This is an optimization exercise on Yosys and OpenROAD, whose aim is small area, not a production implementation.
Function was checked by simulation only, so behaviour that the tests miss may differ from the original.
No activity file was given, so power comes from the tool's default toggle rates.

==> flow/design.v <==
module switch(
	input clk,
	input rst,
	input start,
	input in_0,
	input in_1,
	output reg wr,              
	output reg [3:0] p,         
	output [3:0] p_out          
);
	reg run;                    
	reg [1:0] cnt;              
	reg r, done;
	reg [1:0] c;
	reg [3:0] q;
	always @(posedge clk) begin
		r = run | ~start;
		c = start ? cnt : 2'd0;
		q = start ? p : 4'd0;
		done = 1'b0;
		if (r) begin
			if (in_0) begin
				if (c == 2'd3) done = 1'b1;
				c = c + 2'd1;
			end
			if (in_1 && !done) begin
				q[c] = 1'b1;
				if (c == 2'd3) done = 1'b1;
				c = c + 2'd1;
			end
		end
		cnt <= c;
		if (rst) begin
			run <= 1'b0;
			wr <= 1'b0;
			p <= 4'd0;
		end else begin
			run <= r & ~done;
			wr <= done;
			p <= q;
		end
	end
	assign p_out = run ? 4'd0 : p;
endmodule
module buffer(
	input clk,
	input rst,
	input [3:0] p_in,
	input read,
	input write,
	output reg [23:0] memory,
	output reg [2:0] fullness,
	output reg [15:0] time_total,
	output reg [9:0] input_count,
	output reg [7:0] drop_count
);
	reg [13:0] nage [0:5];         
	wire [13:0] age [0:5];
	genvar g;
	generate for (g = 0; g < 6; g = g + 1) begin : g_age
		assign age[g] = ~nage[g];
	end endgenerate
	wire rd = read & (fullness != 3'd0);
	wire drop = write & ~rd & (fullness == 3'd6);
	wire sh = rd | drop;
	wire [2:0] f1 = fullness - {2'd0, rd};
	wire [2:0] f2 = f1 + {2'd0, write & ~drop};
	wire nr = ~rst;
	wire s_sh = sh & nr;           
	wire s_hold = ~sh & nr;        
	integer j, k;
	reg [13:0] x;
	reg [14:0] cc;
	reg [5:0] wrap;
	reg [13:0] n [0:5];
	always @(*) begin
		for (j = 0; j < 6; j = j + 1) begin
			if (j < 5) x = (age[(j + 1) % 6] & {14{s_sh}}) | (age[j] & {14{s_hold}});
			else x = age[j] & {14{s_hold}};
			cc[0] = nr & (j < f2);
			for (k = 0; k < 14; k = k + 1) begin
				n[j][k] = x[k] ^ cc[k];
				cc[k + 1] = x[k] & cc[k];
			end
			wrap[j] = cc[14];
		end
	end
	wire s1 = wrap[0] ^ wrap[1] ^ wrap[2];
	wire k1 = (wrap[0] & wrap[1]) | (wrap[0] & wrap[2]) | (wrap[1] & wrap[2]);
	wire s2 = wrap[3] ^ wrap[4] ^ wrap[5];
	wire k2 = (wrap[3] & wrap[4]) | (wrap[3] & wrap[5]) | (wrap[4] & wrap[5]);
	wire [1:0] wc = {k1 ^ k2 ^ (s1 & s2), s1 ^ s2};
	wire [15:0] tt = time_total & {16{nr}};
	wire [15:0] v = ~({wc, age[0] & {14{sh}}} & {16{nr}});
	wire [2:0] fz = f2 & {3{nr}};
	reg [15:0] ps, pc;
	reg [16:0] tc;
	reg [15:0] tn;
	always @(*) begin
		for (k = 0; k < 16; k = k + 1) begin
			if (k < 3) begin
				ps[k] = tt[k] ^ v[k] ^ fz[k];
				pc[k] = (tt[k] & v[k]) | (tt[k] & fz[k]) | (v[k] & fz[k]);
			end else begin
				ps[k] = tt[k] ^ v[k];
				pc[k] = tt[k] & v[k];
			end
		end
		tc[0] = 1'b1;
		for (k = 0; k < 16; k = k + 1) begin
			if (k == 0) begin
				tn[k] = ps[k] ^ tc[k];
				tc[k + 1] = ps[k] & tc[k];
			end else begin
				tn[k] = ps[k] ^ pc[k - 1] ^ tc[k];
				tc[k + 1] = (ps[k] & pc[k - 1]) | (ps[k] & tc[k]) | (pc[k - 1] & tc[k]);
			end
		end
	end
	wire [9:0] icq = input_count & {10{nr}};
	wire [7:0] dcq = drop_count & {8{nr}};
	reg [10:0] ic;
	reg [8:0] dc;
	reg [9:0] icn;
	reg [7:0] dcn;
	always @(*) begin
		ic[0] = write & nr;
		for (k = 0; k < 10; k = k + 1) begin
			icn[k] = icq[k] ^ ic[k];
			ic[k + 1] = icq[k] & ic[k];
		end
		dc[0] = drop & nr;
		for (k = 0; k < 8; k = k + 1) begin
			dcn[k] = dcq[k] ^ dc[k];
			dc[k + 1] = dcq[k] & dc[k];
		end
	end
	reg [5:0] wsel;
	reg [23:0] mn;
	always @(*) begin
		for (j = 0; j < 6; j = j + 1) begin
			wsel[j] = write & nr & (j == 5 ? (f1 >= 3'd5) : (f1 == j));
			if (j < 5)
				mn[4 * j +: 4] = (memory[4 * ((j + 1) % 6) +: 4] & {4{s_sh & ~wsel[j]}}) |
					(memory[4 * j +: 4] & {4{s_hold & ~wsel[j]}}) | (p_in & {4{wsel[j]}});
			else
				mn[4 * j +: 4] = (memory[4 * j +: 4] & {4{s_hold & ~wsel[j]}}) | (p_in & {4{wsel[j]}});
		end
	end
	always @(posedge clk) begin
		for (j = 0; j < 6; j = j + 1) nage[j] <= ~n[j];
		memory <= mn;
		fullness <= f2 & {3{nr}};
		time_total <= tn;
		input_count <= icn;
		drop_count <= dcn;
	end
endmodule
module rca #(parameter W = 8) (
	input [W-1:0] a,
	input [W-1:0] b,
	input ci,
	output [W-1:0] s
);
	wire [W:0] cy;
	assign cy[0] = ci;
	genvar i;
	generate
		for (i = 0; i < W; i = i + 1) begin : g
			assign s[i] = a[i] ^ b[i] ^ cy[i];
			assign cy[i + 1] = (a[i] & b[i]) | (a[i] & cy[i]) | (b[i] & cy[i]);
		end
	endgenerate
endmodule
module gt #(parameter W = 8) (
	input [W-1:0] a,
	input [W-1:0] b,
	output o
);
	wire [W:0] c;
	assign c[0] = 1'b0;
	genvar i;
	generate
		for (i = 0; i < W; i = i + 1) begin : g
			assign c[i + 1] = (a[i] & ~b[i]) | (c[i] & (a[i] | ~b[i]));
		end
	endgenerate
	assign o = c[W];
endmodule
module decision(
	input  clk,
	input  rst,
	input  read_clk,
	input [2:0] fullness_1,
	input [2:0] fullness_2,
	input [2:0] fullness_3,
	input [2:0] fullness_4,
	input [15:0] total_time_1,
	input [15:0] total_time_2,
	input [15:0] total_time_3,
	input [15:0] total_time_4,
	output reg read_1,
	output reg read_2,
	output reg read_3,
	output reg read_4
);
	function [15:0] sq;
		input [2:0] f;
		input [11:0] w;
		case (f)
			3'd0: sq = 16'd0;
			3'd1: sq = w;
			3'd2: sq = w * 4;
			3'd3: sq = w * 9;
			3'd4: sq = w * 16;
			3'd5: sq = w * 25;
			3'd6: sq = w * 36;
			default: sq = w * 49;
		endcase
	endfunction
	wire [15:0] k0 = sq(fullness_1, 12'd15);
	wire [15:0] k1 = sq(fullness_2, 12'd425);
	wire [15:0] k2 = sq(fullness_3, 12'd759);
	wire [15:0] k3 = sq(fullness_4, 12'd1000);
	wire [18:0] h0, g0;
	rca #(19) a0a({total_time_1, 3'd0}, ~{3'd0, total_time_1}, 1'b1, g0);
	rca #(19) a0b(g0, {12'd0, k0[9:3]}, 1'b0, h0);
	wire [21:0] p0 = {h0, k0[2:0]};
	wire [18:0] h1, g1;
	rca #(19) a1a({1'b0, total_time_2, 2'd0}, {3'd0, total_time_2}, 1'b0, g1);
	rca #(19) a1b(g1, {8'd0, k1[13:3]}, 1'b0, h1);
	wire [21:0] p1 = {h1, k1[2:0]};
	wire [20:0] g2a, g2, p2;
	rca #(21) a2a({4'd0, total_time_3, 1'b0}, {5'd0, total_time_3}, 1'b0, g2a);
	rca #(21) a2b({1'b0, total_time_3, 4'd0}, g2a, 1'b0, g2);
	rca #(21) a2c(g2, {6'd0, k2[14:0]}, 1'b0, p2);
	wire [17:0] g3, p3;
	rca #(18) a3a({1'b0, total_time_4, 1'b0}, {2'd0, total_time_4}, 1'b0, g3);
	rca #(18) a3b(g3, {2'd0, k3}, 1'b0, p3);
	wire c01, c23, c02, c03, c12, c13;
	gt #(22) g01(p1, p0, c01);
	gt #(21) g23({3'd0, p3}, p2, c23);
	gt #(22) g02({1'b0, p2}, p0, c02);
	gt #(22) g03({4'd0, p3}, p0, c03);
	gt #(22) g12({1'b0, p2}, p1, c12);
	gt #(22) g13({4'd0, p3}, p1, c13);
	wire cf = c23 ? (c01 ? c13 : c03) : (c01 ? c12 : c02);
	wire go = read_clk & ~rst;
	always @(posedge clk) begin
		read_1 <= go & ~cf & ~c01;
		read_2 <= go & ~cf & c01;
		read_3 <= go & cf & ~c23;
		read_4 <= go & cf & c23;
	end
endmodule
module qos_queue(
	input clk,
	input rst,                  
	input start,                
	input in_0,                 
	input in_1,                 
	input read_tick,            
	output [3:0]  p_in,         
	output [3:0]  read,         
	output [11:0] fullness,     
	output [95:0] memory,       
	output [31:0] drop_count,   
	output [39:0] input_count   
);
	wire wr;
	wire [3:0] pk;
	wire [15:0] total_times[3:0];
	switch switch1(clk, rst, start, in_0, in_1, wr, pk, p_in);
	genvar b;
	generate
		for (b = 0; b < 4; b = b + 1) begin : g_buf
			buffer buffer_i(clk, rst, pk, read[b], wr & (pk[3:2] == b),
				memory[24*b +: 24], fullness[3*b +: 3], total_times[b],
				input_count[10*b +: 10], drop_count[8*b +: 8]);
		end
	endgenerate
	decision decision1(clk, rst, read_tick, fullness[2:0], fullness[5:3], fullness[8:6], fullness[11:9],
		total_times[0], total_times[1], total_times[2], total_times[3], read[0], read[1], read[2], read[3]);
endmodule
Settings: LEC_CHECK=0, ABC_AREA=1, CAP_MARGIN=20, CORE_MARGIN=2, CORE_UTILIZATION=60, SLEW_MARGIN=20; clock period 12.0 ns.
standard.sh (not shown) runs the stock make flow with config.mk's settings and CLKGATE_MAP_FILE= SYNTH_SCRIPT=/design/flow/synth_recipe.tcl, a recipe that flattens the netlist after the stock synthesis.
==> flow/flow/run.sh <==
#!/bin/bash
# Layout flow: the standard ORFS flow (standard.sh) with
#  - synthesis by flow/synth.tcl (area-oriented logic mapping, same registers),
#  - port buffers of the smallest buffer cell instead of clkdlybuf4s50_1,
#  - clock tree synthesis with sink clusters of at most 25 sinks and 70 um
#    and without dummy loads.
# The make output goes to flow.log; ORFS keeps each step's log under orfs/logs.
set -euo pipefail
W=$PWD
bash standard.sh \
  "SYNTH_SCRIPT=$W/flow/synth.tcl" \
  "BUFFER_PORTS_ARGS=-buffer_cell sky130_fd_sc_hd__buf_1" \
  "CTS_ARGS=-sink_clustering_enable -repair_clock_nets -sink_clustering_size 20 -sink_clustering_max_diameter 50 -dont_use_dummy_load -buf_list {sky130_fd_sc_hd__clkbuf_8 sky130_fd_sc_hd__clkbuf_16}" \
  finish > "$W/flow.log" 2>&1
==> flow/flow/area.abc <==
strash
dch -f
amap
topo
==> flow/flow/synth.tcl <==
# The standard synthesis (synth_recipe.tcl), with three changes to the
# logic mapping only: Yosys's synth runs without its internal abc pass, so
# extract_fa sees the ripple adders as the RTL writes them; extract_fa only
# extracts full adders (half adders are left to ABC, which can then merge
# the inversions of the inverted age registers into the increment logic);
# and the final ABC mapping uses flow/area.abc, an area-only mapping without
# buffering or upsizing (placement repairs slew, capacitance and timing).
# Registers and their names are the same as in the standard synthesis.
set flow_dir [file dirname [file normalize [info script]]]
proc synth {args} { yosys synth -nofsm -noshare -noabc {*}$args }
proc abc {args} {
  set i [lsearch -exact $args -script]
  if { $i >= 0 } { lset args [expr { $i + 1 }] $::flow_dir/area.abc }
  yosys abc {*}$args
}
proc extract_fa {args} { yosys extract_fa -fa }
source $::env(SCRIPTS_DIR)/synth.tcl
# left out here: clear keep_hierarchy, flatten, clean up, hide names made inside functions, write 1_2_yosys.v
The baseline finished with timing, DRC and antenna clean.
Edit:
==> flow/flow/run.sh (replaced) <==
#!/bin/bash
# Layout flow: the standard ORFS flow (standard.sh) with
#  - synthesis by flow/synth.tcl (area-oriented logic mapping, same registers),
#  - port buffers of the smallest buffer cell instead of clkdlybuf4s50_1,
#  - clock tree synthesis with sink clusters of at most 32 sinks and 70 um
#    and without dummy loads.
# The make output goes to flow.log; ORFS keeps each step's log under orfs/logs.
set -euo pipefail
W=$PWD
bash standard.sh \
  "SYNTH_SCRIPT=$W/flow/synth.tcl" \
  "BUFFER_PORTS_ARGS=-buffer_cell sky130_fd_sc_hd__buf_1" \
  "CTS_ARGS=-sink_clustering_enable -repair_clock_nets -sink_clustering_size 32 -sink_clustering_max_diameter 70 -dont_use_dummy_load" \
  finish > "$W/flow.log" 2>&1
--- a/flow/config.mk
+++ b/flow/config.mk
@@ -9,4 +9,4 @@
 export CAP_MARGIN = 20
 export CORE_MARGIN = 2
-export CORE_UTILIZATION = 60
+export CORE_UTILIZATION = 70
 export SLEW_MARGIN = 20
Effect:
- cell count drops by 2.3%
- non-clock buffer count drops by 1
- hold slack gains 0.018 ns
- setup slack gains 0.054 ns
- fmax climbs by 0.51%
- critical path depth is unchanged
Edit:
==> flow/flow/run.sh (replaced) <==
#!/bin/bash
# Layout flow: the standard ORFS flow (standard.sh) with
#  - synthesis by flow/synth.tcl (area-oriented logic mapping, same registers),
#  - port buffers of the smallest buffer cell instead of clkdlybuf4s50_1.
# The make output goes to flow.log; ORFS keeps each step's log under orfs/logs.
set -euo pipefail
W=$PWD
bash standard.sh \
  "SYNTH_SCRIPT=$W/flow/synth.tcl" \
  "BUFFER_PORTS_ARGS=-buffer_cell sky130_fd_sc_hd__buf_1" \
  finish > "$W/flow.log" 2>&1
--- a/flow/config.mk
+++ b/flow/config.mk
@@ -9,4 +9,6 @@
 export CAP_MARGIN = 20
 export CORE_MARGIN = 2
-export CORE_UTILIZATION = 70
+export CORE_UTILIZATION = 60
+export CTS_CLUSTER_DIAMETER = 70
+export CTS_CLUSTER_SIZE = 25
 export SLEW_MARGIN = 20
Global-route usage falls by 4.3 points.
Setup slack loses 0.070 ns.
Combinational power drops by a few percent.
Final cell count grows by a few percent.
Power grows by a few percent.
Register-to-register slack loses 0.07 ns.
First-iteration DRC count rose by a few percent.

## what the ideal ports hide
The flow's constraints put no driver on any port. The routed layouts listed below were extracted and timed again, unchanged, in two steps. Step 1, drivers: a clkbuf_16 drives clk and a buf_2 each remaining input, both assumed. Step 2 also shifts input and output timing later by t, the mid clock arrival at the registers, as if the neighbouring blocks saw the same clock. Three values: ideal, step 1, step 2; two values: the first two.
| run | t (ns) | setup slack, ns | worst hold slack (ns) | slew at the worst register clock pin (ns) |
|---|---|---|---|---|
| the first run | 0.638 | 1.466 / 1.466 / 1.148 | 0.434 / 0.434 / 0.434 | 0.08 / 0.08 |
| the second run | 0.653 | 1.519 / 1.519 / 1.107 | 0.452 / 0.452 / 0.452 | 0.12 / 0.12 |
| the third run | 0.641 | 1.449 / 1.449 / 1.140 | 0.438 / 0.438 / 0.438 | 0.10 / 0.10 |
After both steps every run listed still meets setup and hold. The setup slack of the second run, which loses most, moves by 0.000 ns with the drivers and by -0.412 ns with both steps.
